This design comes from an exercise in tuning for small area, a short achievable clock period and few clock cycles on the open sky130 flow, not from production work. RTL that was checked went through simulation tests only; none was proved equivalent to the original. Only the layout flow was run in run 3; the RTL was not checked for function there. Power and IR drop assume default switching activity.

--- design/flow/constraint.sdc ---
create_clock -name core_clock -period 12.0 [get_ports {clk}]
set_input_delay 2.4000 -clock core_clock [delete_from_list [all_inputs] [get_ports {clk}]]
set_output_delay 2.4000 -clock core_clock [all_outputs]
set_load 0.01 [all_outputs]
--- design/flow/config.mk ---
export PLATFORM = sky130hd
export DESIGN_NAME = profile_gen
export DESIGN_NICKNAME = profile_gen
export VERILOG_FILES = /design/flow/design.v
export SDC_FILE = /design/flow/constraint.sdc
export NUM_CORES = 8
export LEC_CHECK = 0
export CAP_MARGIN = 20
export CORE_MARGIN = 2
export CORE_UTILIZATION = 45
export GPL_ROUTABILITY_DRIVEN = 1
export PLACE_DENSITY = 0.6
export SLEW_MARGIN = 20
--- design/flow/standard.sh ---
#!/bin/bash
# synth_recipe.tcl (not shown) runs the flow's synth.tcl, then flattens the netlist and writes it again
# the make line also repeats each setting of config.mk as NAME=value (left out here)
make -C /OpenROAD-flow-scripts/flow DESIGN_CONFIG=/design/flow/config.mk WORK_HOME=/design/flow/orfs CLKGATE_MAP_FILE= SYNTH_SCRIPT=/design/flow/synth_recipe.tcl "${@:-finish}"
--- design/flow/flow/run.sh ---
#!/bin/bash
# Standard ORFS layout (the standard.sh, synthesis unchanged), with
# timing repair aimed below the 12 ns clock so that the achieved period,
# not only the 12 ns constraint, is optimised. Logs: flow.log here, and
# each ORFS step's own log under orfs/logs/.
set -euo pipefail
export SETUP_SLACK_MARGIN=7
bash standard.sh > flow.log 2>&1
--- design/flow/design.v ---
module profile_gen#(parameter SPEED_BITS=50) (
    input clk,
    input rst,
    input acc_step,
    output reg busy,
    output reg done,
    output [SPEED_BITS-1:0] speed_0,
    output [SPEED_BITS-1:0] speed_1,
    output [SPEED_BITS-1:0] speed_2,
    output [SPEED_BITS-1:0] speed_3,
    output [SPEED_BITS-1:0] speed_4,
    output [SPEED_BITS-1:0] speed_5,
    output [SPEED_BITS-1:0] speed_6,
    output [SPEED_BITS-1:0] speed_7,
    input [7:0] param_addr,
    input [31:0] param_in,
    input param_write_hi,
    input param_write_lo,
    input [7:0] abort,
    output reg [7:0] pending_aborts,
    output reg [7:0] done_aborts
);
    reg [7:0] en;        
    reg [7:0] tv;        
    reg [7:0] aip;
    reg [7:0] aci;
    reg ph2;
    wire [7:0] start_ab = en & pending_aborts & ~aip;
    wire any_start = |start_ab;
    wire go_abort = acc_step & any_start;
    wire go_step = (acc_step & ~any_start) | ph2;
    wire [7:0] hit, fin;
    wire [SPEED_BITS-1:0] spd [0:7];
    assign speed_0 = spd[0];
    assign speed_1 = spd[1];
    assign speed_2 = spd[2];
    assign speed_3 = spd[3];
    assign speed_4 = spd[4];
    assign speed_5 = spd[5];
    assign speed_6 = spd[6];
    assign speed_7 = spd[7];
    wire [2:0] wch = param_addr[7:5];
    wire [4:0] wword = param_addr[4:0];
    genvar c;
    generate
        for (c = 0; c < 8; c = c + 1) begin : ch
            reg signed [63:0] V, A, J, JJ, T, AB;
            reg [SPEED_BITS-1:0] speed;
            assign spd[c] = speed;
            wire sel = (wch == c);
            wire wlo = param_write_lo & sel;
            wire whi = param_write_hi & sel;
            wire [63:0] nv, nA, nJ, abA;
            wire [SPEED_BITS-1:0] nspeed;
            wire ab_neg;
            chan_dp u_dp (.V(V), .A(A), .J(J), .JJ(JJ), .T(T), .AB(AB), .aci(aci[c]),
                          .tv(tv[c]), .aip(aip[c]), .hit(hit[c]), .fin(fin[c]), .nv(nv),
                          .nA(nA), .nJ(nJ), .nspeed(nspeed), .abA(abA), .ab_neg(ab_neg));
            wire stp = go_step & en[c];
            wire sab = go_abort & start_ab[c];
            always @(posedge clk) begin
                if (wlo && wword == 5'd3) V[31:0] <= param_in;
                else if (whi && wword == 5'd3) V[63:32] <= param_in;
                else if (stp) V <= nv;
                if (wlo && wword == 5'd4) A[31:0] <= param_in;
                else if (whi && wword == 5'd4) A[63:32] <= param_in;
                else if (sab) A <= abA;
                else if (stp) A <= nA;
                if ((wlo || whi) && wword == 5'd4) aci[c] <= 1'b0;
                else if (sab) aci[c] <= ab_neg;
                else if (stp) aci[c] <= 1'b0;
                if (wlo && wword == 5'd5) J[31:0] <= param_in;
                else if (whi && wword == 5'd5) J[63:32] <= param_in;
                else if (sab) J <= 0;
                else if (stp) J <= nJ;
                if (wlo && wword == 5'd6) JJ[31:0] <= param_in;
                else if (whi && wword == 5'd6) JJ[63:32] <= param_in;
                else if (sab || (stp && hit[c])) JJ <= 0;
                if (wlo && wword == 5'd7) T[31:0] <= param_in;
                else if (whi && wword == 5'd7) T[63:32] <= param_in;
                else if (sab) T <= 0;
                if (wlo && wword == 5'd8) AB[31:0] <= param_in;
                else if (whi && wword == 5'd8) AB[63:32] <= param_in;
                if (wlo && wword == 5'd0) begin
                    en[c] <= param_in[0];
                    tv[c] <= param_in[1];
                end else if (sab)
                    tv[c] <= 1'b1;
                if (rst)
                    speed <= 0;
                else if (stp)
                    speed <= nspeed;
            end
        end
    endgenerate
    wire [7:0] dab = go_step ? ((~en & pending_aborts) | (en & fin)) : 8'd0;
    always @(posedge clk) begin
        if (rst) begin
            busy <= 0;
            done <= 0;
            ph2 <= 0;
            done_aborts <= 0;
            pending_aborts <= 0;
            aip <= 0;
        end else begin
            busy <= go_abort;
            ph2 <= go_abort;
            done <= go_step;
            done_aborts <= dab;
            pending_aborts <= (pending_aborts | abort) & ~dab;
            aip <= (aip | (go_abort ? start_ab : 8'd0)) & ~dab;
        end
    end
endmodule
module chan_dp (
    input [63:0] V,
    input [63:0] A,
    input [63:0] J,
    input [63:0] JJ,
    input [63:0] T,
    input [63:0] AB,
    input aci,
    input tv,
    input aip,
    output hit,
    output fin,
    output [63:0] nv,
    output [63:0] nA,
    output [63:0] nJ,
    output [49:0] nspeed,
    output [63:0] abA,
    output ab_neg
);
    wire [63:0] sum;
    wire c_av;
    pg_add #(64) u_sum (.a(A), .b(V), .ci(aci), .s(sum), .co(c_av));
    wire [63:0] nT = ~T;
    wire [63:0] cs_s = A ^ V ^ nT;
    wire [63:0] cs_c = (A & V) | (A & nT) | (V & nT);
    wire [63:0] cs_y = {cs_c[62:0], aci};
    wire [63:0] unused_f;
    wire co_f;
    pg_add #(64) u_full (.a(cs_s), .b(cs_y), .ci(1'b1), .s(unused_f), .co(co_f));
    wire c_st = cs_c[63] ^ co_f ^ c_av;
    wire lt_st = (sum[63] != T[63]) ? sum[63] : ~c_st;
    wire eq_st = &(cs_s ^ cs_y);
    wire [63:0] unused_v;
    wire co_v;
    pg_add #(64) u_vt (.a(V), .b(nT), .ci(1'b1), .s(unused_v), .co(co_v));
    wire lt_vt = (V[63] != T[63]) ? V[63] : ~co_v;
    wire eq_vt = (V == T);
    wire le1 = lt_vt | eq_vt;       
    wire le4 = ~lt_vt;              
    wire le2 = ~lt_st;              
    wire le3 = lt_st | eq_st;       
    assign hit = tv & ((le1 & le2) | (le3 & le4));
    assign fin = hit & aip & eq_vt;
    assign nv = hit ? T : sum;
    wire [50:0] spT;
    wire co_t;
    pg_add #(51) u_spt (.a(T[50:0]), .b(V[50:0]), .ci(1'b0), .s(spT), .co(co_t));
    wire [49:0] spS;
    wire co_s;
    pg_add #(50) u_sps (.a(A[50:1]), .b(V[49:0]), .ci(A[0] & aci), .s(spS), .co(co_s));
    assign nspeed = hit ? spT[50:1] : spS;
    wire [63:0] aj, jjj;
    wire co_aj, co_jj;
    pg_add #(64) u_aj (.a(A), .b(J), .ci(aci), .s(aj), .co(co_aj));
    pg_add #(64) u_jj (.a(J), .b(JJ), .ci(1'b0), .s(jjj), .co(co_jj));
    assign nJ = hit ? 64'd0 : jjj;
    assign nA = hit ? 64'd0 : aj;
    wire ab_z = ~|AB;
    wire [63:0] abX = ab_z ? V : AB;
    assign ab_neg = ab_z | (~V[63] & (|V));
    assign abA = abX ^ {64{ab_neg}};
endmodule
module pg_add #(parameter N = 64, parameter L = 6) (
    input [N-1:0] a,
    input [N-1:0] b,
    input ci,
    output [N-1:0] s,
    output co
);
    wire [(L+1)*N-1:0] g;
    wire [(L+1)*N-1:0] p;
    wire [N-1:0] p0 = a ^ b;
    assign g[N-1:1] = a[N-1:1] & b[N-1:1];
    assign g[0] = (a[0] & b[0]) | (p0[0] & ci);
    assign p[N-1:0] = p0;
    genvar k, i;
    generate
        for (k = 0; k < L; k = k + 1) begin : lv
            for (i = 0; i < N; i = i + 1) begin : bt
                if ((i >> k) & 1) begin : m
                    localparam integer J = ((i >> k) << k) - 1;
                    assign g[(k+1)*N+i] = g[k*N+i] | (p[k*N+i] & g[k*N+J]);
                    assign p[(k+1)*N+i] = p[k*N+i] & p[k*N+J];
                end else begin : t
                    assign g[(k+1)*N+i] = g[k*N+i];
                    assign p[(k+1)*N+i] = p[k*N+i];
                end
            end
        end
    endgenerate
    assign s = p0 ^ {g[L*N+N-2:L*N], ci};
    assign co = g[L*N+N-1];
endmodule
==> summary.txt, run 1 <==
status - complete, no violations
layout cell share with drive strength beyond 1 - 0.1440
final hold slack - 447.1 ps
post-layout minimum cycle time - 5294 ps
Register Area - 0.1014 mm²
vias per cell - 6.218
Synth area leader - edfxtp_1
ys async rst share - 0
latest clock arrival within the worst-skew pair - 1130 ps
Setup crit end kind - flip-flop
slowest CP cell - a2111o_1
fmax - 188.9 MHz
Post-Syn Area per Cell - 9.383 µm²
Die X - 800.2 µm
Yosys reg bits - 3522
R2R Path Start - ch[1].A[0]$_DFFE_PP_
worst setup path startpoint - ch[1].A[0]$_DFFE_PP_
Synth Area in XOR/XNOR - 0.05776
Synth Area in Compound Gates - 0.1846
clock-pin slew on the worst setup and hold paths - 60 ps
clock sink count - 3522
I/O pin cnt - 471
wire per inst - 28.33 µm
Root Driver - clkbuf_16
# nets final - 35796
Die Footprint - 0.6403 mm²
Primary FF master, synth - edfxtp_1
adder-cell share of the synthesized area - 0.1980
number of synthesized flops with an enable pin - 3088
arrival time at the worst endpoint - 6120 ps
total grt overflow - 0
Final GP Congestion - 0.9596
number of routed nets with antenna violations - 0
Die Y - 800.2 µm
final setup margin - 6706 ps
largest family of logic cells by synthesized area - adder cells
Worst Path Required - 12820 ps
Fillers - 55410
Worst setup SP type - flip-flop
area of the multi-input gates - 0.1835 mm²
DRT iter0 DRCs - 32523
synth unique cells - 108
Worst path max stage delay - 520 ps
Layout area overhead - 21.36%
top cells by area, synth - edfxtp_1, ha_1, fa_1, a21oi_1, nor2_1
YS warnings - 1
sequential area share after synthesis - 0.3555
TritonRoute pass-1 iters - 7
setup TNS - 0 ps
slew margin rel. - 0.1354
initial core utilization - 0.4513
worst slew pin tran - 1285 ps
Synth top area share - 0.3251
Synth top cells by count - ha_1, edfxtp_1, nor2_1, inv_1, a21oi_1
CTS tree - done
Final Skew - 80.63 ps
vias in the first global route - 234384
Max Cap Viol - 0
Hold Fails Final Rpt - 0
crit path kind - reg2reg
Leakage - 0.1455 µW
Mapped Nets - 34503
largest net degree at the start of global routing - 83
first-pass GRT wire length - 1584000 µm
post-route DRC violation count - 0
initial antenna violation count - 81
mux contribution to synthesized area - 0.007088
row count - 292
Global Route Usage Sum - 0.3315
crit-path cells - buf_6 -> inv_4 -> fa_2 -> inv_2 -> fa_2 -> a211o_1 -> a21boi_2 -> a211o_1 -> a2111o_1 -> a211oi_4 -> buf_6 -> o311ai_4 -> a21oi_4 -> o221a_2 -> a211oi_2 -> or4_4 -> and2_4 -> buf_12 -> a21oi_4 -> buf_6 -> o22ai_4 -> buf_12 -> buf_12 -> buf_16
RSZ-0062 raised after global routing - yes
final setup fails - 0
simple-gate share of the synthesized area - 0.1426
top-count cell post-synth - ha_1
power density cells - 163.2 mW/mm²
pre-CTS WS - 4755 ps
fin crit share - 0.4411
max-slew violations - 0
Hold Startpoint - ch[3].speed[45]$_SDFFE_PP0P_
crit path max fanout - 5
worst IR drop on VDD - 152.3 µV
core area - 0.6321 mm²
Post-Synthesis Cells - 30402
Max clock buf depth - 4
via count - 251988
Inserted Clock Buffers - 433
routed wire length - 1148000 µm
Hold Crit Class - reg2reg
CTS H-tree lvls - 5
Util after Layout - 0.5477
PortBufs - 470
post-synthesis instance area - 0.2853 mm²
Post-DP HPWL - 737000 µm
[cells in the final DEF (no fill, tap or decap), types with 241 or more instances in the layout]
master and n:
a31oi_1 273, inv_1 2706, a221oi_1 251, nor2b_1 292, ha_1 3253, buf_4 953
nand4_1 426, o21a_1 271, nor3_1 378, fa_1 766, and2_1 1122, a21oi_1 2184
o21ai_0 1029, a211oi_1 241, xor2_1 716, a21oi_2 346, nor4_1 305, clkdlybuf4s50_1 433
o21bai_1 270, nor2_1 2563, edfxtp_1 3088, o21ai_1 324, a21o_1 1000, xnor2_1 1152
nand3_1 303, clkbuf_16 567, nand2_1 1671, dfxtp_1 429
[metrics by stage]
step / power, µW / cells / area, µm²
after CTS: 52360 / 39867 / 327700
final: 56500 / 40523 / 346200
after global routing: 59110 / 40476 / 346100
after floorplan: 30730 / 30402 / 286000
after global placement: 36060 / 38282 / 299800
after detailed placement: 36480 / 38296 / 300200
[registers in the layout (all words and copies together), names as in the netlist]
name and flops:
aci 8, ch.T 512, aip 8, pending_aborts 8, ch.V 512, tv 8
ch.JJ 512, ch.AB 512, en 8, done 1, done_aborts 8, ch.J 512
ch.speed 400, ph2 1, ch.A 512
[cell families after synthesis]
logic type	count (synthesis)
AOI/OAI and AO/OA	8203
xor gates and xnor gates	1878
adders and majority gates	4049
buffers and inverters	4089
DFF	3522
muxes	200
and+or+nand+nor	8461
[layout make-up]
class / instances / share of cell area
multi-input combinational: 22866 / 0.5300
sequential: 3522 / 0.2930
timing repair buffer: 2115 / 0.07419
clock buffer: 583 / 0.03449
tap: 8379 / 0.03028
inverter: 2757 / 0.02991
clock inverter: 233 / 0.007633
antenna: 68 / 0.0004915
[critical path: cells and delay by family (launching register included)]
kind	cells	cell delay, ps
adders and majority gates	2	580
AOI/OAI and AO/OA	11	2290
buffers and inverters	9	1080
DFF	1	380
and+or+nand+nor	2	660
[metal layers]
metal / up-vias / GRT usage / routed length [µm]
met4: 14 / 0.1782 / 76610
met1: 122540 / 0.4475 / 448200
li1: 112251 / - / -
met3: 2972 / 0.05971 / 124400
met5: - / 0 / 113
met2: 14211 / 0.5062 / 498600
[power breakdown]
| part | switching [µW] | leakage [µW] | internal, µW |
|---|---|---|---|
| clock network | 6030 | 0.00704 | 7890 |
| registers | 1590 | 0.0318 | 15100 |
| logic | 14300 | 0.107 | 11600 |
| total | 21900 | 0.145 | 34600 |
[worst paths after layout]
check	end	slack [ps]	cells past startpoint
max	ch[1].JJ[20]$_SDFFCE_PN0P_	6710	24
min	ch[3].speed[45]$_SDFFE_PP0P_	450	2
max reg2reg	ch[1].JJ[20]$_SDFFCE_PN0P_	6710	24
min reg2reg	ch[3].speed[45]$_SDFFE_PP0P_	450	2
[repair_timing]
action,4_1_cts,5_1_grt
endpoints found under the setup margin,4339,2907
gates resized for setup,936,2718
cloned,171,194
buffers inserted,584,394
hold endpoints to repair,0,0
hold buffers,0,0
pin swaps,353,1145
Testbench counts, summed over its fixed seeds: cycles 1,991.
==> inputs of run 2 (changes only) <==
==> design/flow/run.sh (new file) <==
#!/bin/bash
# synth_recipe.tcl (not shown) runs the flow's synth.tcl, then flattens the netlist and writes it again
# the make line also repeats each setting of config.mk as NAME=value (left out here)
make -C /OpenROAD-flow-scripts/flow DESIGN_CONFIG=/design/flow/config.mk WORK_HOME=/design/flow/orfs CLKGATE_MAP_FILE= SYNTH_SCRIPT=/design/flow/synth_recipe.tcl finish
--- a/design/flow/config.mk
+++ b/design/flow/config.mk
@@ -12,2 +12,3 @@
 export PLACE_DENSITY = 0.6
+export SETUP_SLACK_MARGIN = 5
 export SLEW_MARGIN = 20
removed: design/flow/flow/run.sh
removed: design/flow/standard.sh
==> summary.txt, run 2 <==
Hold Crit Class - reg2reg (unchanged)
Worst path max stage delay - 640 ps (was 520 ps)
core area - 0.6321 mm² (unchanged)
post-route DRC violation count - 0 (unchanged)
Die Y - 800.2 µm (unchanged)
ys async rst share - 0 (unchanged)
status - finished with violations (was complete, no violations)
post-synthesis instance area - 0.2853 mm² (unchanged)
routed wire length - 1025000 µm (was 1148000 µm)
Synth top area share - 0.3251 (unchanged)
Hold Fails Final Rpt - 0 (unchanged)
YS warnings - 1 (unchanged)
sequential area share after synthesis - 0.3555 (unchanged)
TritonRoute pass-1 iters - 9 (was 7)
via count - 236988 (was 251988)
Clock Power Share - 0.272 (was 0.246)
slowest CP cell - a2111oi_0 (was a2111o_1)
PortBufs - 470 (unchanged)
SO Viols - antenna violations
top cells by area, synth - edfxtp_1, ha_1, fa_1, a21oi_1, nor2_1 (unchanged)
slew margin rel. - 0.1219 (was 0.1354)
most frequent cells in the layout - ha_1, edfxtp_1, inv_1 (unchanged)
first-pass GRT wire length - 1494000 µm (was 1584000 µm)
Worst Path Required - 12930 ps (was 12820 ps)
largest net degree at the start of global routing - 177 (was 83)
arrival time at the worst endpoint - 7770 ps (was 6120 ps)
layout cell share with drive strength beyond 1 - 0.04949 (was 0.1440)
top-count cell post-synth - ha_1 (unchanged)
post-layout minimum cycle time - 6843 ps (was 5294 ps)
power density cells - 159.5 mW/mm² (was 163.2 mW/mm²)
DP Area - 0.3000 mm² (was 0.3002 mm²)
setup TNS - 0 ps (unchanged)
Max clock buf depth - 4 (unchanged)
number of synthesized flops with an enable pin - 3088 (unchanged)
initial antenna violation count - 68 (was 81)
Pint - 31270 µW (was 34570 µW)
Primary FF master, synth - edfxtp_1 (unchanged)
Flop pwr share - 0.338 (was 0.296)
Post-DP HPWL - 732200 µm (was 737000 µm)
vias in the first global route - 225764 (was 234384)
Final GP Congestion - 0.9538 (was 0.9596)
I/O pin cnt - 471 (unchanged)
final setup fails - 0 (unchanged)
Yosys reg bits - 3522 (unchanged)
CTS tree - done (unchanged)
# nets final - 34484 (was 35796)
Max Cap Viol - 0 (unchanged)
Global Route Usage Sum - 0.3090 (was 0.3315)
CTS H-tree lvls - 5 (unchanged)
max-slew violations - 0 (unchanged)
Inserted Clock Buffers - 429 (was 433)
wire per inst - 26.16 µm (was 28.33 µm)
Root Driver - clkbuf_16 (unchanged)
combinational power share - 0.390 (was 0.458)
commonest non-fill, non-tap cell in the layout - ha_1 (unchanged)
RSZ-0062 raised after global routing - no (was yes)
cts hold-fix bufs - 0 (unchanged)
Synth top cells by count - ha_1, edfxtp_1, nor2_1, inv_1, a21oi_1 (unchanged)
clock-pin slew on the worst setup and hold paths - 60 ps (about the same)
synth unique cells - 108 (unchanged)
fin crit share - 0.5703 (was 0.4411)
final instance area - 0.3149 mm² (was 0.3462 mm²)
row count - 292 (unchanged)
clock sink count - 3522 (unchanged)
vias per cell - 6.049 (was 6.218)
total grt overflow - 0 (unchanged)
pre-CTS WS - 4804 ps (was 4755 ps)
Post-Synthesis Cells - 30402 (unchanged)
Leakage - 0.1330 µW (was 0.1455 µW)
final setup margin - 5157 ps (was 6706 ps)
initial core utilization - 0.4513 (unchanged)
Die X - 800.2 µm (unchanged)
Util after Layout - 0.4981 (was 0.5477)
crit path max fanout - 55 (was 5)
Setup crit end kind - flip-flop (unchanged)
Mapped Nets - 34503 (unchanged)
crit-path cells - inv_1 -> fa_1 -> inv_1 -> fa_1 -> a211oi_1 -> o21ai_1 -> a21oi_1 -> or3_1 -> a2111oi_0 -> or3b_1 -> a21o_1 -> a31o_1 -> a2111oi_0 -> nor4_2 -> mux2i_4 -> buf_6 -> nand2_2 -> nor2_2 -> buf_4 -> a22o_1 (was buf_6 -> inv_4 -> fa_2 -> inv_2 -> fa_2 -> a211o_1 -> a21boi_2 -> a211o_1 -> a2111o_1 -> a211oi_4 -> buf_6 -> o311ai_4 -> a21oi_4 -> o221a_2 -> a211oi_2 -> or4_4 -> and2_4 -> buf_12 -> a21oi_4 -> buf_6 -> o22ai_4 -> buf_12 -> buf_12 -> buf_16)
Worst setup SP type - flip-flop (unchanged)
Post-Syn Area per Cell - 9.383 µm² (unchanged)
DRT iter0 DRCs - 28309 (was 32523)
fmax - 146.1 MHz (was 188.9 MHz)
Sw Share - 0.3775 (was 0.3881)
sw power - 18960 µW (was 21930 µW)
Synth area leader - edfxtp_1 (unchanged)
Final Skew - 55.52 ps (was 80.63 ps)
worst slew pin tran - 1312 ps (was 1285 ps)
worst IR drop on VDD - 131.5 µV (was 152.3 µV)
latest clock arrival within the worst-skew pair - 1090 ps (was 1130 ps)
crit path kind - reg2reg (unchanged)
number of routed nets with antenna violations - 1 (was 0)
CP delay by family, top - compound AO/OA/AOI/OAI gates (unchanged)
Layout area overhead - 10.37% (was 21.36%)
buffer and inverter count on the worst path - 4 (was 9)
Die Footprint - 0.6403 mm² (unchanged)
run 2: path summary, 6_finish.rpt:
check             depth (start not counted)                           end                    startpoint  slack (ps)
hold / removal                            2  ch[3].speed[23]$_SDFFE_PP0P_  ch[3].speed[23]$_SDFFE_PP0P_         450
setup / recovery                         20         ch[4].J[55]$_DFFE_PP_          ch[4].V[0]$_DFFE_PP_        5160
hold reg to reg                           2  ch[3].speed[23]$_SDFFE_PP0P_  ch[3].speed[23]$_SDFFE_PP0P_         450
setup reg to reg                         20         ch[4].J[55]$_DFFE_PP_          ch[4].V[0]$_DFFE_PP_        5160
run 2: cell families (layout without fill, tap and decap cells):
logic type	Yosys count	count (layout)	synth area share
flops	3522	3522	0.3555
fa+ha+maj	4049	4049	0.1980
simple gates	8461	8463	0.1426
mux	200	200	0.007088
buf+inv	4089	4439	0.05447
xor+xnor	1878	1878	0.05776
other cells	0	44	0
compound gates	8203	8205	0.1846
run 2: tightest hold or removal path, cell delays in order (launching register included):
cell and delay (ps):
dfxtp_1 320, nand2_1 40, o21ai_0 50
run 2: timing repair:
item | 4_1_cts | 5_1_grt
setup endpoints to repair | 88 | 537
resized for setup | 4 | 24
cloned | 1 | 4
setup buffers | 0 | 2
pin swaps | 1 | 1
run 2: power groups by stage:
stage	Clock, µW	Combinational (µW)	Sequential [µW]
floorplan	0	14500	16200
global placement	0	18800	17100
detailed placement	0	19200	17200
CTS	13800	19300	16900
global route	14200	21900	17000
finish	13700	19600	17000
run 2: through the flow:
stage          hold slack, ps  total power, µW  std cells
2_1_floorplan           463.1            30720      30402
3_3_place_gp            440.5            35910      38310
3_5_place_dp            441.7            36340      38315
4_1_cts                 455.2            50040      39120
5_1_grt                 466.7            53150      39150
6_report                450.7            50230      39179
run 2: area by class of cell:
cell class / count / area (µm²)
Clock buffer: 550 / 11700
Clock inverter: 254 / 2613
Multi-Input combinational cell: 22795 / 169900
Sequential cell: 3522 / 101400
Fill cell: 58589 / 317200
Antenna cell: 44 / 110.1
Inverter: 2757 / 10350
Tap cell: 8379 / 10480
Timing Repair Buffer: 878 / 8254
run 2: per-layer routing:
layer	wire, µm	track usage
met1	431800	0.4327
met2	440200	0.4700
met3	99610	0.05064
met4	53200	0.1384
met5	85	0
==> inputs of run 3 (changes only) <==
--- a/design/flow/design.v
+++ b/design/flow/design.v
@@ -133,25 +133,42 @@
 );
-    wire [63:0] sum;
-    wire c_av;
-    pg_add #(64) u_sum (.a(A), .b(V), .ci(aci), .s(sum), .co(c_av));
-    wire [63:0] nT = ~T;
-    wire [63:0] cs_s = A ^ V ^ nT;
-    wire [63:0] cs_c = (A & V) | (A & nT) | (V & nT);
+    wire [63:0] g0 = A & V;
+    wire [63:0] p0 = A ^ V;
+    wire [64:0] c_sum;
+    pg_carry #(64) u_sum (.g(g0), .p(p0), .ci(aci), .c(c_sum));
+    wire [63:0] sum = p0 ^ c_sum[63:0];
+    wire c_av = c_sum[64];
+    wire [63:0] cs_s = ~(p0 ^ T);
+    wire [63:0] cs_c = g0 | (p0 & ~T);
     wire [63:0] cs_y = {cs_c[62:0], aci};
-    wire [63:0] unused_f;
-    wire co_f;
-    pg_add #(64) u_full (.a(cs_s), .b(cs_y), .ci(1'b1), .s(unused_f), .co(co_f));
-    wire c_st = cs_c[63] ^ co_f ^ c_av;
-    wire lt_st = (sum[63] != T[63]) ? sum[63] : ~c_st;
-    wire eq_st = &(cs_s ^ cs_y);
-    wire [63:0] unused_v;
-    wire co_v;
-    pg_add #(64) u_vt (.a(V), .b(nT), .ci(1'b1), .s(unused_v), .co(co_v));
-    wire lt_vt = (V[63] != T[63]) ? V[63] : ~co_v;
-    wire eq_vt = (V == T);
+    wire gf, pf;
+    pg_group #(64) u_full (.g(cs_s & cs_y), .p(cs_s ^ cs_y), .G(gf), .P(pf));
+    wire gv, pv;
+    pg_group #(64) u_vt (.g(V & ~T), .p(~(V ^ T)), .G(gv), .P(pv));
+    wire sd_vt = V[63] ^ T[63];
+    wire lt_vt = sd_vt ? V[63] : ~(gv | pv);    
+    wire eq_vt = pv;
     wire le1 = lt_vt | eq_vt;       
     wire le4 = ~lt_vt;              
-    wire le2 = ~lt_st;              
-    wire le3 = lt_st | eq_st;       
-    assign hit = tv & ((le1 & le2) | (le3 & le4));
+    wire h0_00 = hit_case(1'b0, 1'b0, 1'b0);
+    wire h0_01 = hit_case(1'b0, 1'b0, 1'b1);
+    wire h0_11 = hit_case(1'b0, 1'b1, 1'b1);
+    wire h1_00 = hit_case(1'b1, 1'b0, 1'b0);
+    wire h1_01 = hit_case(1'b1, 1'b0, 1'b1);
+    wire h1_11 = hit_case(1'b1, 1'b1, 1'b1);
+    wire h0 = gf ? h0_11 : (pf ? h0_01 : h0_00);
+    wire h1 = gf ? h1_11 : (pf ? h1_01 : h1_00);
+    assign hit = c_sum[63] ? h1 : h0;
+    function hit_case(input x, input gfv, input gpv);
+        reg s63, cav, c_st1, c_st0, sd, lt_st, gt_st;
+        begin
+            s63 = p0[63] ^ x;
+            cav = g0[63] | (p0[63] & x);
+            c_st1 = cs_c[63] ^ gpv ^ cav;
+            c_st0 = cs_c[63] ^ gfv ^ cav;
+            sd = s63 ^ T[63];
+            lt_st = sd ? s63 : ~c_st1;      
+            gt_st = sd ? T[63] : c_st0;     
+            hit_case = tv & ((le1 & ~lt_st) | (~gt_st & le4));
+        end
+    endfunction
     assign fin = hit & aip & eq_vt;
@@ -176,2 +193,49 @@
 endmodule
+module pg_carry #(parameter N = 64, parameter L = 6) (
+    input [N-1:0] g,
+    input [N-1:0] p,
+    input ci,
+    output [N:0] c
+);
+    wire [(L+1)*N-1:0] gg;
+    wire [(L+1)*N-1:0] pp;
+    assign gg[N-1:1] = g[N-1:1];
+    assign gg[0] = g[0] | (p[0] & ci);
+    assign pp[N-1:0] = p;
+    genvar k, i;
+    generate
+        for (k = 0; k < L; k = k + 1) begin : lv
+            for (i = 0; i < N; i = i + 1) begin : bt
+                if ((i >> k) & 1) begin : m
+                    localparam integer J = ((i >> k) << k) - 1;
+                    assign gg[(k+1)*N+i] = gg[k*N+i] | (pp[k*N+i] & gg[k*N+J]);
+                    assign pp[(k+1)*N+i] = pp[k*N+i] & pp[k*N+J];
+                end else begin : t
+                    assign gg[(k+1)*N+i] = gg[k*N+i];
+                    assign pp[(k+1)*N+i] = pp[k*N+i];
+                end
+            end
+        end
+    endgenerate
+    assign c = {gg[L*N+N-1:L*N], ci};
+endmodule
+module pg_group #(parameter N = 64) (
+    input [N-1:0] g,
+    input [N-1:0] p,
+    output G,
+    output P
+);
+    generate
+        if (N == 1) begin : leaf
+            assign G = g[0];
+            assign P = p[0];
+        end else begin : node
+            wire gh, ph, gl, pl;
+            pg_group #(N/2) hi (.g(g[N-1:N/2]), .p(p[N-1:N/2]), .G(gh), .P(ph));
+            pg_group #(N/2) lo (.g(g[N/2-1:0]), .p(p[N/2-1:0]), .G(gl), .P(pl));
+            assign G = gh | (ph & gl);
+            assign P = ph & pl;
+        end
+    endgenerate
+endmodule
 module pg_add #(parameter N = 64, parameter L = 6) (
==> design/flow/flow/run.sh (new file) <==
#!/bin/bash
# Standard ORFS layout (the standard.sh, synthesis unchanged), with
# timing repair aimed below the 12 ns clock so that the achieved period,
# not only the 12 ns constraint, is optimised. Logs: flow.log here, and
# each ORFS step's own log under orfs/logs/.
set -euo pipefail
export SETUP_SLACK_MARGIN=7
bash standard.sh > flow.log 2>&1
==> design/flow/standard.sh (new file) <==
#!/bin/bash
# synth_recipe.tcl (not shown) runs the flow's synth.tcl, then flattens the netlist and writes it again
# the make line also repeats each setting of config.mk as NAME=value (left out here)
make -C /OpenROAD-flow-scripts/flow DESIGN_CONFIG=/design/flow/config.mk WORK_HOME=/design/flow/orfs CLKGATE_MAP_FILE= SYNTH_SCRIPT=/design/flow/synth_recipe.tcl "${@:-finish}"
--- a/design/flow/config.mk
+++ b/design/flow/config.mk
@@ -12,3 +12,2 @@
 export PLACE_DENSITY = 0.6
-export SETUP_SLACK_MARGIN = 5
 export SLEW_MARGIN = 20
removed: design/flow/run.sh
==> summary.txt, run 3 <==
most frequent cells in the layout - ha_1, edfxtp_1, nor2_1 (was ha_1, edfxtp_1, inv_1)
wire per inst - 28.43 µm (was 26.16 µm)
number of routed nets with antenna violations - 0 (was 1)
Layout area overhead - 18.52% (was 10.37%)
Worst path max stage delay - 430 ps (was 640 ps)
clock sink count - 3522 (unchanged)
PortBufs - 470 (unchanged)
layout cell share with drive strength beyond 1 - 0.1283 (was 0.04949)
initial core utilization - 0.4513 (about the same)
Final Skew - 85.66 ps (was 55.52 ps)
Design Power - 56590 µW (was 50230 µW)
Yosys reg bits - 3522 (unchanged)
top-count cell post-synth - ha_1 (unchanged)
Util after Layout - 0.5349 (was 0.4981)
Fillers - 55896 (was 58589)
arrival time at the worst endpoint - 5990 ps (was 7770 ps)
Worst setup SP type - flip-flop (unchanged)
Synth area leader - edfxtp_1 (unchanged)
first-pass GRT wire length - 1571000 µm (was 1494000 µm)
buffer and inverter count on the worst path - 5 (was 4)
Die Footprint - 0.6359 mm² (was 0.6403 mm²)
vias per cell - 6.195 (was 6.049)
power density cells - 168.6 mW/mm² (was 159.5 mW/mm²)
number of synthesized flops with an enable pin - 3088 (unchanged)
vias in the first global route - 227569 (was 225764)
Hold Crit Class - reg2reg (unchanged)
CTS tree - done (unchanged)
initial antenna violation count - 77 (was 68)
worst slew pin tran - 1208 ps (was 1312 ps)
Hold Fails Final Rpt - 0 (unchanged)
Final GP Congestion - 0.9508 (was 0.9538)
final setup fails - 0 (unchanged)
Post-DP HPWL - 743300 µm (was 732200 µm)
CP delay by family, top - compound AO/OA/AOI/OAI gates (unchanged)
sequential area share after synthesis - 0.3580 (was 0.3555)
worst IR drop on VDD - 128.9 µV (was 131.5 µV)
# nets final - 35085 (was 34484)
Die Y - 797.4 µm (was 800.2 µm)
setup TNS - 0 ps (unchanged)
routed wire length - 1130000 µm (was 1025000 µm)
Leakage - 0.1384 µW (was 0.1330 µW)
slew margin rel. - 0.1878 (was 0.1219)
Die X - 797.4 µm (was 800.2 µm)
via count - 246255 (was 236988)
crit path max fanout - 6 (was 55)
RSZ-0062 raised after global routing - yes (was no)
row count - 291 (was 292)
post-layout minimum cycle time - 5219 ps (was 6843 ps)
CTS H-tree lvls - 5 (unchanged)
YS warnings - 2 (was 1)
post-synthesis instance area - 0.2833 mm² (was 0.2853 mm²)
Inserted Clock Buffers - 434 (was 429)
Post-Syn Area per Cell - 9.544 µm² (was 9.383 µm²)
Max clock buf depth - 4 (unchanged)
largest net degree at the start of global routing - 87 (was 177)
Synth top area share - 0.3273 (was 0.3251)
fin crit share - 0.4350 (was 0.5703)
total grt overflow - 0 (unchanged)
Mapped Nets - 33799 (was 34503)
ys async rst share - 0 (unchanged)
post-route DRC violation count - 0 (unchanged)
clock-pin slew on the worst setup and hold paths - 60 ps (about the same)
Root Driver - clkbuf_16 (unchanged)
TritonRoute pass-1 iters - 8 (was 9)
top cells by area, synth - edfxtp_1, ha_1, fa_1, a21oi_1, xnor2_1 (was edfxtp_1, ha_1, fa_1, a21oi_1, nor2_1)
Global Route Usage Sum - 0.3311 (was 0.3090)
Setup crit end kind - flip-flop (unchanged)
I/O pin cnt - 471 (unchanged)
latest clock arrival within the worst-skew pair - 1100 ps (was 1090 ps)
Primary FF master, synth - edfxtp_1 (unchanged)
slowest CP cell - edfxtp_1 (was a2111oi_0)
commonest non-fill, non-tap cell in the layout - ha_1 (unchanged)
Max Cap Viol - 0 (unchanged)
fmax - 191.6 MHz (was 146.1 MHz)
crit-path cells - inv_2 -> fa_2 -> inv_2 -> fa_2 -> a211oi_2 -> nor2_2 -> o21a_2 -> o2111ai_4 -> a21oi_2 -> o211a_1 -> o211a_1 -> o2111a_1 -> o21ai_2 -> a21oi_2 -> a21o_4 -> mux2_8 -> nor2_4 -> buf_12 -> nor3_4 -> buf_6 -> nor2_4 -> clkbuf_16 (was inv_1 -> fa_1 -> inv_1 -> fa_1 -> a211oi_1 -> o21ai_1 -> a21oi_1 -> or3_1 -> a2111oi_0 -> or3b_1 -> a21o_1 -> a31o_1 -> a2111oi_0 -> nor4_2 -> mux2i_4 -> buf_6 -> nand2_2 -> nor2_2 -> buf_4 -> a22o_1)
Synth top cells by count - ha_1, edfxtp_1, nor2_1, a21oi_1, nand2_1 (was ha_1, edfxtp_1, nor2_1, inv_1, a21oi_1)
status - complete, no violations (was finished with violations)
Worst Path Required - 12770 ps (was 12930 ps)
synth unique cells - 119 (was 108)
crit path kind - reg2reg (unchanged)
max-slew violations - 0 (unchanged)
DRT iter0 DRCs - 32703 (was 28309)
Post-Synthesis Cells - 29682 (was 30402)
core area - 0.6277 mm² (was 0.6321 mm²)
-- run 3: repair_timing --
action | 4_1_cts | 5_1_grt
cloned | 97 | 144
setup buffers | 559 | 498
endpoints found under the setup margin | 3842 | 3339
hold endpoints to repair | 0 | 0
pin swaps | 175 | 600
resized for setup | 621 | 1492
hold buffers | 0 | 0
-- run 3: per-stage QoR --
step | worst slack, ps | area, µm² | hold slack [ps] | instances
after floorplan | 6327 | 283900 | 463.1 | 29682
after global placement | 4809 | 297900 | 440.9 | 37572
after detailed placement | 4851 | 298100 | 443.4 | 37579
after CTS | 6740 | 322200 | 452.4 | 39046
after global routing | 6699 | 335600 | 469.9 | 39705
final | 6781 | 335700 | 447.8 | 39749
-- run 3: final timing paths --
| kind | from | to | slack, ps | depth (start not counted) |
|---|---|---|---|---|
| worst max-delay path | ch[3].V[0]$_DFFE_PP_ | ch[3].JJ[58]$_SDFFCE_PN0P_ | 6780 | 22 |
| worst min-delay path | ch[3].speed[5]$_SDFFE_PP0P_ | ch[3].speed[5]$_SDFFE_PP0P_ | 450 | 2 |
| worst max register to register | ch[3].V[0]$_DFFE_PP_ | ch[3].JJ[58]$_SDFFCE_PN0P_ | 6780 | 22 |
| worst min register to register | ch[3].speed[5]$_SDFFE_PP0P_ | ch[3].speed[5]$_SDFFE_PP0P_ | 450 | 2 |
-- run 3: final cells by class --
cell class	instances	area, µm²	area share
Tap cell	8350	10450	0.03112
Timing Repair Buffer	2149	22840	0.06803
Sequential cell	3522	101400	0.3021
Antenna cell	56	140.1	0.0004174
Multi-Input combinational cell	23090	179600	0.5351
Inverter	1771	6661	0.01984
Clock inverter	234	2566	0.007644
Clock buffer	577	12010	0.03577
-- run 3: where the power goes --
part	internal (µW)	total, µW	switching [µW]
Combinational	11300	25700	14400
Clock	7940	13900	5990
Sequential	15200	16900	1690
Total	34500	56600	22100
-- run 3: cell families (layout without fill, tap and decap cells) --
family          Yosys count  in the layout  synth area share
compound gates         8210           8228            0.1853
xor+xnor               2060           2060           0.06369
fa+ha+maj              4064           4064            0.2001
buf+inv                3117           4731           0.04255
flops                  3522           3522            0.3580
mux                     214            216          0.007694
other cells               0             56                 0
simple gates           8495           8522            0.1427
-- run 3: tightest hold or removal path, cell delays in order (launching register included) --
cell	delay (ps)
dfxtp_1	310
nand2_1	50
a21oi_1	50
-- run 3: per-layer routing --
metal  GRT usage  share of wire
met1      0.4759           0.41
met2      0.4756           0.41
met5           0        0.00019
met3     0.08828           0.13
met4      0.1221          0.045
==> inputs of run 4 (changes only) <==
--- a/design/flow/design.v
+++ b/design/flow/design.v
@@ -26,2 +26,3 @@
     reg [7:0] aci;
+    reg [7:0] z;         
     reg ph2;
@@ -55,3 +56,3 @@
             wire ab_neg;
-            chan_dp u_dp (.V(V), .A(A), .J(J), .JJ(JJ), .T(T), .AB(AB), .aci(aci[c]),
+            chan_dp u_dp (.V(V), .A(A), .J(J), .JJ(JJ), .T(T), .AB(AB), .aci(aci[c]), .z(z[c]),
                           .tv(tv[c]), .aip(aip[c]), .hit(hit[c]), .fin(fin[c]), .nv(nv),
@@ -60,2 +61,3 @@
             wire sab = go_abort & start_ab[c];
+            wire mat = z[c] & ~stp & ~sab;
             always @(posedge clk) begin
@@ -65,5 +67,9 @@
                 if (wlo && wword == 5'd4) A[31:0] <= param_in;
-                else if (whi && wword == 5'd4) A[63:32] <= param_in;
-                else if (sab) A <= abA;
-                else if (stp) A <= nA;
+                else if (sab) A[31:0] <= abA[31:0];
+                else if (stp) A[31:0] <= nA[31:0];
+                else if (mat) A[31:0] <= 0;
+                if (whi && wword == 5'd4) A[63:32] <= param_in;
+                else if (sab) A[63:32] <= abA[63:32];
+                else if (stp) A[63:32] <= nA[63:32];
+                else if (mat) A[63:32] <= 0;
                 if ((wlo || whi) && wword == 5'd4) aci[c] <= 1'b0;
@@ -72,8 +78,13 @@
                 if (wlo && wword == 5'd5) J[31:0] <= param_in;
-                else if (whi && wword == 5'd5) J[63:32] <= param_in;
-                else if (sab) J <= 0;
-                else if (stp) J <= nJ;
+                else if (sab || mat) J[31:0] <= 0;
+                else if (stp) J[31:0] <= nJ[31:0];
+                if (whi && wword == 5'd5) J[63:32] <= param_in;
+                else if (sab || mat) J[63:32] <= 0;
+                else if (stp) J[63:32] <= nJ[63:32];
                 if (wlo && wword == 5'd6) JJ[31:0] <= param_in;
-                else if (whi && wword == 5'd6) JJ[63:32] <= param_in;
-                else if (sab || (stp && hit[c])) JJ <= 0;
+                else if (sab || mat) JJ[31:0] <= 0;
+                if (whi && wword == 5'd6) JJ[63:32] <= param_in;
+                else if (sab || mat) JJ[63:32] <= 0;
+                if (sab || mat) z[c] <= 1'b0;
+                else if (stp) z[c] <= hit[c];
                 if (wlo && wword == 5'd7) T[31:0] <= param_in;
@@ -122,2 +133,3 @@
     input aci,
+    input z,
     input tv,
@@ -159,3 +171,3 @@
     wire h1 = gf ? h1_11 : (pf ? h1_01 : h1_00);
-    assign hit = c_sum[63] ? h1 : h0;
+    assign hit = z | (c_sum[63] ? h1 : h0);
     function hit_case(input x, input gfv, input gpv);
@@ -186,4 +198,4 @@
     pg_add #(64) u_jj (.a(J), .b(JJ), .ci(1'b0), .s(jjj), .co(co_jj));
-    assign nJ = hit ? 64'd0 : jjj;
-    assign nA = hit ? 64'd0 : aj;
+    assign nJ = jjj;
+    assign nA = aj;
     wire ab_z = ~|AB;
==> summary.txt, run 4 <==
power density cells - 137.7 mW/mm² (was 168.6 mW/mm²)
routed wire length - 1060000 µm (was 1130000 µm)
Setup crit end kind - flip-flop (unchanged)
synth unique cells - 104 (was 119)
I/O pin cnt - 471 (unchanged)
DRT iter0 DRCs - 29044 (was 32703)
status - complete, no violations (unchanged)
Hold Crit Class - reg2reg (unchanged)
RSZ-0062 raised after global routing - yes (unchanged)
Max Cap Viol - 0 (unchanged)
Final GP Congestion - 0.9403 (was 0.9508)
total grt overflow - 0 (unchanged)
Global Route Usage Sum - 0.3173 (was 0.3311)
CTS tree - done (unchanged)
Yosys reg bits - 3530 (was 3522)
slew margin rel. - 0.1266 (was 0.1878)
initial antenna violation count - 75 (was 77)
combinational power share - 0.339 (was 0.455)
Layout area overhead - 14.84% (was 18.52%)
top cells by area, synth - edfxtp_1, ha_1, fa_1, xnor2_1, a21oi_1 (was edfxtp_1, ha_1, fa_1, a21oi_1, xnor2_1)
Synth area leader - edfxtp_1 (unchanged)
Hold Startpoint - ch[6].speed[14]$_SDFFE_PP0P_ (was ch[3].speed[5]$_SDFFE_PP0P_)
max-slew violations - 0 (unchanged)
crit path kind - reg2reg (unchanged)
DP Area - 0.2976 mm² (was 0.2981 mm²)
Hold Fails Final Rpt - 0 (unchanged)
Clock Power Share - 0.309 (was 0.246)
Post-DP HPWL - 726400 µm (was 743300 µm)
# nets final - 34342 (was 35085)
Worst path max stage delay - 600 ps (was 430 ps)
Leakage - 0.1376 µW (was 0.1384 µW)
Final Skew - 90.69 ps (was 85.66 ps)
Post-Synthesis Cells - 29343 (was 29682)
Fillers - 56875 (was 55896)
fin crit share - 0.4264 (was 0.4350)
number of routed nets with antenna violations - 0 (unchanged)
Post-Syn Area per Cell - 9.639 µm² (was 9.544 µm²)
YS warnings - 2 (unchanged)
crit path max fanout - 7 (was 6)
vias per cell - 6.073 (was 6.195)
R2R setup slack - 6880 ps (was 6780 ps)
Synth top cells by count - ha_1, nor2_1, edfxtp_1, a21oi_1, inv_1 (was ha_1, edfxtp_1, nor2_1, a21oi_1, nand2_1)
Inserted Clock Buffers - 430 (was 434)
worst r2r dst - ch[4].speed[42]$_SDFFE_PP0P_ (was ch[3].JJ[58]$_SDFFCE_PN0P_)
post-layout minimum cycle time - 5117 ps (was 5219 ps)
commonest non-fill, non-tap cell in the layout - ha_1 (unchanged)
fmax - 195.4 MHz (was 191.6 MHz)
Pint - 28900 µW (was 34510 µW)
latest clock arrival within the worst-skew pair - 1120 ps (was 1100 ps)
arrival time at the worst endpoint - 6100 ps (was 5990 ps)
largest net degree at the start of global routing - 110 (was 87)
top-count cell post-synth - ha_1 (unchanged)
clock sink count - 3530 (was 3522)
core area - 0.6270 mm² (was 0.6277 mm²)
Max clock buf depth - 4 (unchanged)
Die X - 796.8 µm (was 797.4 µm)
TritonRoute pass-1 iters - 6 (was 8)
number of synthesized flops with an enable pin - 3088 (unchanged)
crit-path cells - inv_2 -> fa_2 -> inv_2 -> ha_4 -> nand4_1 -> nor3_4 -> nand2_2 -> or4_4 -> or4_1 -> nor3b_4 -> xor2_1 -> mux2_4 -> o221ai_4 -> a31o_4 -> buf_12 -> buf_12 -> buf_16 -> mux2i_1 -> a22o_1 (was inv_2 -> fa_2 -> inv_2 -> fa_2 -> a211oi_2 -> nor2_2 -> o21a_2 -> o2111ai_4 -> a21oi_2 -> o211a_1 -> o211a_1 -> o2111a_1 -> o21ai_2 -> a21oi_2 -> a21o_4 -> mux2_8 -> nor2_4 -> buf_12 -> nor3_4 -> buf_6 -> nor2_4 -> clkbuf_16)
row count - 291 (unchanged)
Die Footprint - 0.6349 mm² (was 0.6359 mm²)
Mapped Nets - 33460 (was 33799)
first-pass GRT wire length - 1515000 µm (was 1571000 µm)
Die Y - 796.8 µm (was 797.4 µm)
final setup fails - 0 (unchanged)
Hold Path Stages - 2 (unchanged)
Util after Layout - 0.5181 (was 0.5349)
Sw Share - 0.3536 (was 0.3901)
worst IR drop on VDD - 144.2 µV (was 128.9 µV)
post-synthesis instance area - 0.2828 mm² (was 0.2833 mm²)
Worst setup SP type - flip-flop (unchanged)
Worst Path Required - 12980 ps (was 12770 ps)
Root Driver - clkbuf_16 (unchanged)
R2R Path Start - ch[4].A[63]$_DFFE_PP_ (was ch[3].V[0]$_DFFE_PP_)
CTS H-tree lvls - 5 (unchanged)
clock-pin slew on the worst setup and hold paths - 60 ps (about the same)
cts hold-fix bufs - 0 (unchanged)
slowest CP cell - fa_2 (was edfxtp_1)
PortBufs - 470 (unchanged)
setup TNS - 0 ps (unchanged)
layout cell share with drive strength beyond 1 - 0.09610 (was 0.1283)
via count - 236898 (was 246255)
most frequent cells in the layout - ha_1, edfxtp_1, nor2_1 (unchanged)
post-route DRC violation count - 0 (unchanged)
wire per inst - 27.18 µm (was 28.43 µm)
Primary FF master, synth - edfxtp_1 (unchanged)
Synth top area share - 0.3278 (was 0.3273)
sequential area share after synthesis - 0.3591 (was 0.3580)
vias in the first global route - 224197 (was 227569)
Flop pwr share - 0.351 (was 0.299)
R2R depth - 19 (was 22)
sw power - 15810 µW (was 22080 µW)
final instance area - 0.3248 mm² (was 0.3357 mm²)
worst slew pin tran - 1296 ps (was 1208 ps)
ys async rst share - 0 (unchanged)
initial core utilization - 0.4511 (was 0.4513)
hold path endpoint - ch[6].speed[14]$_SDFFE_PP0P_ (was ch[3].speed[5]$_SDFFE_PP0P_)
[run 4: cell types whose count changed in the layout (fill, tap and decap cells not counted), moves of 175 or more]
cell / before / now
a22o_1: 115 / 449
nand2_1: 1979 / 1574
nor2_1: 2673 / 2934
o21ai_0: 1364 / 1146
o31ai_1: 333 / 158
xnor2_1: 1308 / 1665
[run 4: what timing repair did]
| action | CTS | global route |
|---|---|---|
| buffers inserted | 294 | 476 |
| endpoints found under the setup margin | 1857 | 1564 |
| cloned | 49 | 46 |
| pin swaps | 89 | 222 |
| resized for setup | 416 | 563 |
[run 4: per-stage QoR]
stage	worst slack (ps)	power, µW	hold slack, ps	cells
global placement	4588	29070	429.2	37266
detailed placement	4540	29310	437.1	37273
global route	6784	46820	466.9	38960
floorplan	6933	25230	449.1	29343
CTS	6946	43820	447.4	38425
finish	6883	44710	443.5	39010
[run 4: cells by family after synthesis]
group | Yosys count | synth area share
DFF | 3530 | 0.3591
adders and majority gates | 4064 | 0.2004
and+or+nand+nor | 8272 | 0.1398
xor gates and xnor gates | 2392 | 0.07407
AOI/OAI and AO/OA | 7793 | 0.1781
buffers and inverters | 3110 | 0.04205
muxes | 182 | 0.006494
[run 4: critical path, delay by kind of cell, from the launching register on]
| family | cells | cell delay [ps] |
|---|---|---|
| adder cells (fa/ha/maj) | 2 | 860 |
| buffers and inverters | 5 | 600 |
| flip-flops | 1 | 450 |
| AND/OR/NAND/NOR | 6 | 1770 |
| AO/OA/AOI/OAI | 3 | 650 |
| multiplexers | 2 | 470 |
| XOR/XNOR | 1 | 190 |
[run 4: worst max-delay path by stage]
stage                                        end  slack (ps)                  start  depth (start not counted)
floorplan                 ch[3].AB[32]$_DFFE_PP_        6930          param_addr[1]                          5
global placement           ch[5].V[12]$_DFFE_PP_        4590   ch[5].V[0]$_DFFE_PP_                         20
detailed placement         ch[5].V[19]$_DFFE_PP_        4540   ch[5].V[0]$_DFFE_PP_                         20
CTS                        ch[0].V[48]$_DFFE_PP_        6950          param_addr[7]                          6
global route                ch[4].V[7]$_DFFE_PP_        6780  ch[4].A[63]$_DFFE_PP_                         18
finish              ch[4].speed[42]$_SDFFE_PP0P_        6880  ch[4].A[63]$_DFFE_PP_                         19
[run 4: power groups by stage]
stage | logic [µW] | registers [µW] | clock network, µW
final | 15200 | 15700 | 13800
after global routing | 16600 | 15800 | 14400
after CTS | 14100 | 15800 | 14000
after detailed placement | 13200 | 16100 | 0
after global placement | 13000 | 16100 | 0
after floorplan | 9780 | 15400 | 0
[run 4: layout make-up]
type | instances | area, µm² | area share
antenna | 58 | 145.1 | 0.0004468
timing repair buffer | 1739 | 16750 | 0.05156
clock buffer | 529 | 11420 | 0.03514
sequential | 3530 | 101600 | 0.3127
clock inverter | 280 | 3107 | 0.009564
multi-input combinational | 22722 | 174600 | 0.5375
inverter | 1802 | 6769 | 0.02084
tap | 8350 | 10450 | 0.03216
[run 4: layer usage]
metal  share of wire  GRT usage  vias to the layer above
met5        0.000064          0                        -
met4           0.047     0.1287                       10
met3            0.10    0.05603                     2029
met2            0.43     0.4844                    11789
met1            0.42     0.4458                   115116
li1                -          -                   107954
Testbench counts of run 4, summed over its fixed seeds: cycles 1,991.
==> inputs of run 5 (changes only) <==
==> design/flow/flow/run.sh (replaced) <==
#!/bin/bash
# Standard ORFS layout (the standard.sh, synthesis unchanged), with
# timing repair aimed below the 12 ns clock so that the achieved period,
# not only the 12 ns constraint, is optimised, and plain buffers (not
# delay cells) on the ports. Logs: flow.log here, and each ORFS step's
# own log under orfs/logs/.
set -euo pipefail
export SETUP_SLACK_MARGIN=7
export BUFFER_PORTS_ARGS="-buffer_cell sky130_fd_sc_hd__buf_2"
bash standard.sh > flow.log 2>&1
--- a/design/flow/config.mk
+++ b/design/flow/config.mk
@@ -9,5 +9,8 @@
 export CORE_MARGIN = 2
-export CORE_UTILIZATION = 45
+export CORE_UTILIZATION = 70
+export CTS_BUF_LIST = sky130_fd_sc_hd__clkbuf_16
+export CTS_CLUSTER_DIAMETER = 80
+export CTS_CLUSTER_SIZE = 20
 export GPL_ROUTABILITY_DRIVEN = 1
-export PLACE_DENSITY = 0.6
+export PLACE_DENSITY = 0.8
 export SLEW_MARGIN = 20
==> summary.txt, run 5 <==
status - complete, no violations (unchanged)
Post-Syn Area per Cell - 9.639 µm² (unchanged)
latest clock arrival within the worst-skew pair - 1080 ps (was 1120 ps)
PortBufs - 470 (unchanged)
top-count cell post-synth - ha_1 (unchanged)
max-slew violations - 0 (unchanged)
cts hold-fix bufs - 0 (unchanged)
worst r2r dst - ch[5].speed[44]$_SDFFE_PP0P_ (was ch[4].speed[42]$_SDFFE_PP0P_)
Die Y - 639.7 µm (was 796.8 µm)
Root Driver - clkbuf_16 (unchanged)
Die X - 639.7 µm (was 796.8 µm)
RSZ-0062 raised after global routing - yes (unchanged)
Hold Crit Class - reg2reg (unchanged)
Post-Synthesis Cells - 29343 (unchanged)
Synth area leader - edfxtp_1 (unchanged)
Synth top cells by count - ha_1, nor2_1, edfxtp_1, a21oi_1, inv_1 (unchanged)
Primary FF master, synth - edfxtp_1 (unchanged)
most frequent cells in the layout - ha_1, edfxtp_1, nor2_1 (unchanged)
Hold Fails Final Rpt - 0 (unchanged)
post-route DRC violation count - 0 (unchanged)
R2R setup slack - 6800 ps (was 6880 ps)
Mapped Nets - 33460 (unchanged)
Final Skew - 73.73 ps (was 90.69 ps)
CP delay by family, top - compound AO/OA/AOI/OAI gates (was simple AND/OR/NAND/NOR gates)
via count - 247010 (was 236898)
Setup crit end kind - flip-flop (unchanged)
Worst Path Required - 12980 ps (about the same)
YS warnings - 2 (unchanged)
crit path kind - reg2reg (unchanged)
vias per cell - 6.916 (was 6.073)
Global Route Usage Sum - 0.4692 (was 0.3173)
synth unique cells - 104 (unchanged)
largest net degree at the start of global routing - 101 (was 110)
crit-path cells - fa_1 -> ha_1 -> nand3_1 -> nor3_1 -> nand3_1 -> o21ai_0 -> and2_4 -> o21ai_0 -> a31oi_1 -> a221o_1 -> a21oi_4 -> buf_12 -> buf_4 -> a221o_4 -> buf_4 -> a21oi_2 -> a22o_1 (was inv_2 -> fa_2 -> inv_2 -> ha_4 -> nand4_1 -> nor3_4 -> nand2_2 -> or4_4 -> or4_1 -> nor3b_4 -> xor2_1 -> mux2_4 -> o221ai_4 -> a31o_4 -> buf_12 -> buf_12 -> buf_16 -> mux2i_1 -> a22o_1)
crit path capture - ch[5].speed[44]$_SDFFE_PP0P_ (was ch[4].speed[42]$_SDFFE_PP0P_)
worst slew pin tran - 1421 ps (was 1296 ps)
CTS tree - done (unchanged)
Final GP Congestion - 1.009 (was 0.9403)
Leakage - 0.1352 µW (was 0.1376 µW)
post-synthesis instance area - 0.2828 mm² (unchanged)
vias in the first global route - 229256 (was 224197)
Die Footprint - 0.4092 mm² (was 0.6349 mm²)
routed wire length - 1012000 µm (was 1060000 µm)
Max clock buf depth - 4 (unchanged)
layout cell share with drive strength beyond 1 - 0.1008 (was 0.09610)
# nets final - 34177 (was 34342)
commonest non-fill, non-tap cell in the layout - ha_1 (unchanged)
fin crit share - 0.4330 (was 0.4264)
Layout area overhead - 10.12% (was 14.84%)
buffer and inverter count on the worst path - 3 (was 5)
TritonRoute pass-1 iters - 10 (was 6)
stages on the worst setup path - 17 (was 19)
fmax - 192.4 MHz (was 195.4 MHz)
initial antenna violation count - 66 (was 75)
post-layout minimum cycle time - 5196 ps (was 5117 ps)
Post-DP HPWL - 677900 µm (was 726400 µm)
final setup fails - 0 (unchanged)
number of synthesized flops with an enable pin - 3088 (unchanged)
Max Cap Viol - 0 (unchanged)
arrival time at the worst endpoint - 6180 ps (was 6100 ps)
total grt overflow - 0 (unchanged)
Design Power - 39600 µW (was 44710 µW)
top cells by area, synth - edfxtp_1, ha_1, fa_1, xnor2_1, a21oi_1 (unchanged)
slew margin rel. - 0.05276 (was 0.1266)
I/O pin cnt - 471 (unchanged)
row count - 233 (was 291)
clock-pin slew on the worst setup and hold paths - 90 ps (was 60 ps)
Worst setup SP type - flip-flop (unchanged)
final hold slack - 440.5 ps (was 443.5 ps)
crit path max fanout - 7 (unchanged)
initial core utilization - 0.7025 (was 0.4511)
Worst path max stage delay - 620 ps (was 600 ps)
slowest CP cell - edfxtp_1 (was fa_2)
wire per inst - 28.34 µm (was 27.18 µm)
ys async rst share - 0 (unchanged)
R2R depth - 17 (was 19)
DRT iter0 DRCs - 37363 (was 29044)
CTS H-tree lvls - 4 (was 5)
worst setup path startpoint - ch[5].V[14]$_DFFE_PP_ (was ch[4].A[63]$_DFFE_PP_)
Yosys reg bits - 3530 (unchanged)
Inserted Clock Buffers - 225 (was 430)
Util after Layout - 0.7736 (was 0.5181)
R2R Path Start - ch[5].V[14]$_DFFE_PP_ (was ch[4].A[63]$_DFFE_PP_)
Synth top area share - 0.3278 (unchanged)
clock sink count - 3530 (unchanged)
setup TNS - 0 ps (unchanged)
core area - 0.4026 mm² (was 0.6270 mm²)
worst IR drop on VDD - 141.7 µV (was 144.2 µV)
sequential area share after synthesis - 0.3591 (unchanged)
number of routed nets with antenna violations - 0 (unchanged)
power density cells - 127.1 mW/mm² (was 137.7 mW/mm²)
first-pass GRT wire length - 1447000 µm (was 1515000 µm)
run 5: worst reg2reg max path, stage by stage (launching register included):
cell and delay, ps:
edfxtp_1 620, fa_1 550, ha_1 320, nand3_1 130, nor3_1 500, nand3_1 350, o21ai_0 310, and2_4 200
o21ai_0 70, a31oi_1 250, a221o_1 230, a21oi_4 80, buf_12 150, buf_4 130, a221o_4 450, buf_4 210
a21oi_2 390, a22o_1 190
run 5: per-layer routing:
metal	vias to the layer above	global-route usage	share of wire	routed length (µm)
li1	107399	-	-	-
met1	116682	0.6216	0.35	357900
met2	18882	0.6726	0.41	416700
met3	4013	0.1445	0.16	161100
met4	34	0.2870	0.075	76290
met5	-	0.002127	0.00034	344
run 5: what timing repair did:
action | in CTS | in global routing
cloned | 42 | 56
setup endpoints to repair | 2035 | 1400
buffers inserted | 302 | 512
pin swaps | 91 | 227
resized for setup | 400 | 531
run 5: cell type report:
| class | count | area, µm² |
|---|---|---|
| multi-input cells | 22722 | 174400 |
| flip-flops and latches | 3530 | 101600 |
| diodes | 69 | 172.7 |
| clock inverters | 175 | 1245 |
| inverters | 1802 | 6769 |
| well taps | 5405 | 6763 |
| fillers | 27456 | 91140 |
| repair buffers | 1779 | 14690 |
| clock buffers | 235 | 5881 |
run 5: power breakdown:
part / internal (µW) / switching (µW)
logic: 6450 / 8890
registers: 14500 / 1150
clock network: 3760 / 4870
run 5: worst min path at each step:
stage                                            start                            to  slack (ps)  cells past startpoint
final                      ch[6].speed[7]$_SDFFE_PP0P_   ch[6].speed[7]$_SDFFE_PP0P_         440                      2
after global routing      ch[0].speed[32]$_SDFFE_PP0P_  ch[0].speed[32]$_SDFFE_PP0P_         460                      2
after CTS                  ch[6].speed[7]$_SDFFE_PP0P_   ch[6].speed[7]$_SDFFE_PP0P_         440                      2
after detailed placement   ch[6].speed[7]$_SDFFE_PP0P_   ch[6].speed[7]$_SDFFE_PP0P_         430                      2
after global placement     ch[6].speed[7]$_SDFFE_PP0P_   ch[6].speed[7]$_SDFFE_PP0P_         420                      2
after floorplan                      aip[0]$_SDFF_PP0_  pending_aborts[0]$_SDFF_PP0_         450                      1
run 5: kinds of logic after synthesis:
kind of cell	after synthesis	share of synthesized area
and+or+nand+nor	8272	0.1398
adders and majority gates	4064	0.2004
DFF	3530	0.3591
buffers and inverters	3110	0.04205
AOI/OAI and AO/OA	7793	0.1781
xor gates and xnor gates	2392	0.07407
muxes	182	0.006494
run 5: metrics by stage:
step / std cells / setup slack (ps) / area [µm²]
6_report: 35717 / 6804 / 311500
4_1_cts: 35074 / 6986 / 303900
3_3_place_gp: 34314 / 5083 / 291300
3_5_place_dp: 34320 / 4983 / 291400
2_1_floorplan: 29343 / 6933 / 283100
5_1_grt: 35657 / 6661 / 311300
==> inputs of run 6 (changes only) <==
--- a/design/flow/config.mk
+++ b/design/flow/config.mk
@@ -9,3 +9,3 @@
 export CORE_MARGIN = 2
-export CORE_UTILIZATION = 70
+export CORE_UTILIZATION = 60
 export CTS_BUF_LIST = sky130_fd_sc_hd__clkbuf_16
@@ -14,3 +14,3 @@
 export GPL_ROUTABILITY_DRIVEN = 1
-export PLACE_DENSITY = 0.8
+export PLACE_DENSITY = 0.7
 export SLEW_MARGIN = 20
==> summary.txt, run 6 <==
Synth top cells by count - ha_1, nor2_1, edfxtp_1, a21oi_1, inv_1 (unchanged)
Die X - 690.6 µm (was 639.7 µm)
Worst path max stage delay - 570 ps (was 620 ps)
crit path capture - ch[6].V[29]$_DFFE_PP_ (was ch[5].speed[44]$_SDFFE_PP0P_)
synth unique cells - 104 (unchanged)
final setup fails - 0 (unchanged)
number of synthesized flops with an enable pin - 3088 (unchanged)
crit path max fanout - 7 (unchanged)
status - complete, no violations (unchanged)
Post-Synthesis Cells - 29343 (unchanged)
Leakage - 0.1353 µW (was 0.1352 µW)
YS warnings - 2 (unchanged)
worst r2r dst - ch[6].V[29]$_DFFE_PP_ (was ch[5].speed[44]$_SDFFE_PP0P_)
combinational power share - 0.377 (was 0.387)
worst setup path startpoint - ch[6].A[27]$_DFFE_PP_ (was ch[5].V[14]$_DFFE_PP_)
Pint - 24990 µW (was 24690 µW)
DRT iter0 DRCs - 32681 (was 37363)
slew margin rel. - 0.1609 (was 0.05276)
crit-path cells - inv_2 -> fa_1 -> inv_2 -> ha_4 -> nand4_1 -> or4_1 -> o211ai_1 -> nand4_1 -> and4bb_2 -> o31ai_2 -> xnor2_1 -> mux2_2 -> o2111a_2 -> or3_4 -> buf_6 -> clkbuf_16 -> mux2i_1 -> a21oi_1 (was fa_1 -> ha_1 -> nand3_1 -> nor3_1 -> nand3_1 -> o21ai_0 -> and2_4 -> o21ai_0 -> a31oi_1 -> a221o_1 -> a21oi_4 -> buf_12 -> buf_4 -> a221o_4 -> buf_4 -> a21oi_2 -> a22o_1)
clock-pin slew on the worst setup and hold paths - 90 ps (about the same)
Hold Crit Class - reg2reg (unchanged)
Final Skew - 51.58 ps (was 73.73 ps)
worst IR drop on VDD - 145.4 µV (was 141.7 µV)
worst slew pin tran - 1245 ps (was 1421 ps)
number of routed nets with antenna violations - 0 (unchanged)
Flop pwr share - 0.392 (was 0.395)
fin crit share - 0.4297 (was 0.4330)
Post-Syn Area per Cell - 9.639 µm² (unchanged)
crit path kind - reg2reg (unchanged)
row count - 252 (was 233)
Synth top area share - 0.3278 (unchanged)
top cells by area, synth - edfxtp_1, ha_1, fa_1, xnor2_1, a21oi_1 (unchanged)
Mapped Nets - 33460 (unchanged)
Global Route Usage Sum - 0.4100 (was 0.4692)
most frequent cells in the layout - ha_1, edfxtp_1, nor2_1 (unchanged)
vias per cell - 6.602 (was 6.916)
Post-DP HPWL - 703300 µm (was 677900 µm)
Synth area leader - edfxtp_1 (unchanged)
# nets final - 34164 (was 34177)
Inserted Clock Buffers - 241 (was 225)
first-pass GRT wire length - 1474000 µm (was 1447000 µm)
Worst setup SP type - flip-flop (unchanged)
post-route DRC violation count - 0 (unchanged)
routed wire length - 1026000 µm (was 1012000 µm)
Sw Share - 0.3740 (was 0.3764)
commonest non-fill, non-tap cell in the layout - ha_1 (unchanged)
RSZ-0062 raised after global routing - yes (unchanged)
via count - 241076 (was 247010)
Clock Power Share - 0.231 (was 0.218)
slowest CP cell - fa_1 (was edfxtp_1)
initial core utilization - 0.6016 (was 0.7025)
Final GP Congestion - 0.9920 (was 1.009)
Primary FF master, synth - edfxtp_1 (unchanged)
Yosys reg bits - 3530 (unchanged)
final hold slack - 436.2 ps (was 440.5 ps)
Max clock buf depth - 4 (unchanged)
vias in the first global route - 224093 (was 229256)
wire per inst - 28.09 µm (was 28.34 µm)
setup TNS - 0 ps (unchanged)
Hold Fails Final Rpt - 0 (unchanged)
met2 usage - 0.5997 (was 0.6726)
post-layout minimum cycle time - 5157 ps (was 5196 ps)
power density cells - 127.6 mW/mm² (was 127.1 mW/mm²)
max-slew violations - 0 (unchanged)
TritonRoute pass-1 iters - 9 (was 10)
layout cell share with drive strength beyond 1 - 0.1009 (was 0.1008)
CTS H-tree lvls - 4 (unchanged)
post-synthesis instance area - 0.2828 mm² (unchanged)
Design Power - 39920 µW (was 39600 µW)
Setup crit end kind - flip-flop (unchanged)
R2R Path Start - ch[6].A[27]$_DFFE_PP_ (was ch[5].V[14]$_DFFE_PP_)
==> run 6: worst min-delay path by stage <==
stage	cells after the start	to	slack, ps	from
floorplan	1	pending_aborts[0]$_SDFF_PP0_	450	aip[0]$_SDFF_PP0_
global placement	2	ch[6].speed[31]$_SDFFE_PP0P_	420	ch[6].speed[31]$_SDFFE_PP0P_
detailed placement	2	ch[6].speed[31]$_SDFFE_PP0P_	430	ch[6].speed[31]$_SDFFE_PP0P_
CTS	2	ch[6].speed[31]$_SDFFE_PP0P_	440	ch[6].speed[31]$_SDFFE_PP0P_
global route	2	ch[6].speed[21]$_SDFFE_PP0P_	470	ch[6].speed[21]$_SDFFE_PP0P_
finish	2	ch[6].speed[31]$_SDFFE_PP0P_	440	ch[6].speed[31]$_SDFFE_PP0P_
==> run 6: cell families after synthesis <==
kind of cell               count (synthesis)  share of synthesized area
adders and majority gates               4064                     0.2004
and+or+nand+nor                         8272                     0.1398
buffers and inverters                   3110                    0.04205
muxes                                    182                   0.006494
AOI/OAI and AO/OA                       7793                     0.1781
xor gates and xnor gates                2392                    0.07407
DFF                                     3530                     0.3591
==> run 6: critical path: cells and delay by family (launching register included) <==
kind	cells	cell delay, ps
AO/OA/AOI/OAI	4	650
XOR/XNOR	1	120
adder cells (fa/ha/maj)	2	830
buffers and inverters	4	490
flip-flops	1	550
multiplexers	2	460
AND/OR/NAND/NOR	5	1770
==> run 6: cell type report <==
cell class	instances	area, µm²
Clock inverter	179	1543
Clock buffer	254	6356
Antenna cell	54	135.1
Tap cell	6223	7786
Fill cell	37749	157300
Inverter	1802	6766
Timing Repair Buffer	1754	14330
Multi-Input combinational cell	22718	174300
Sequential cell	3530	101600
==> run 6: metrics by stage <==
step                instances    util  setup slack (ps)  instance area (µm²)
global route            36468  0.6652              6816               312700
detailed placement      35156  0.6227              4968               292700
finish                  36514  0.6654              6843               312800
global placement        35142  0.6220              5053               292400
CTS                     35891  0.6503              6945               305700
floorplan               29343       -              6933               283100
==> run 6: what timing repair did <==
action / CTS / global route
gates cloned: 43 / 25
pin swaps: 80 / 240
setup endpoints to repair: 1518 / 1078
gates resized for setup: 410 / 473
setup buffers: 259 / 536
==> run 6: metal layers <==
layer  part of all wire  up-vias
met5            0.00019        -
met2               0.42    14807
met3               0.13     2537
met1               0.39   116343
li1                   -   107361
met4              0.056       28
==> run 6: power groups by stage <==
stage | combinational, µW | clock, µW | sequential (µW)
3_3_place_gp | 12800 | 0 | 16000
6_report | 15000 | 9210 | 15700
3_5_place_dp | 13100 | 0 | 16100
5_1_grt | 16400 | 9560 | 15700
4_1_cts | 13900 | 9190 | 15700
2_1_floorplan | 9780 | 0 | 15400
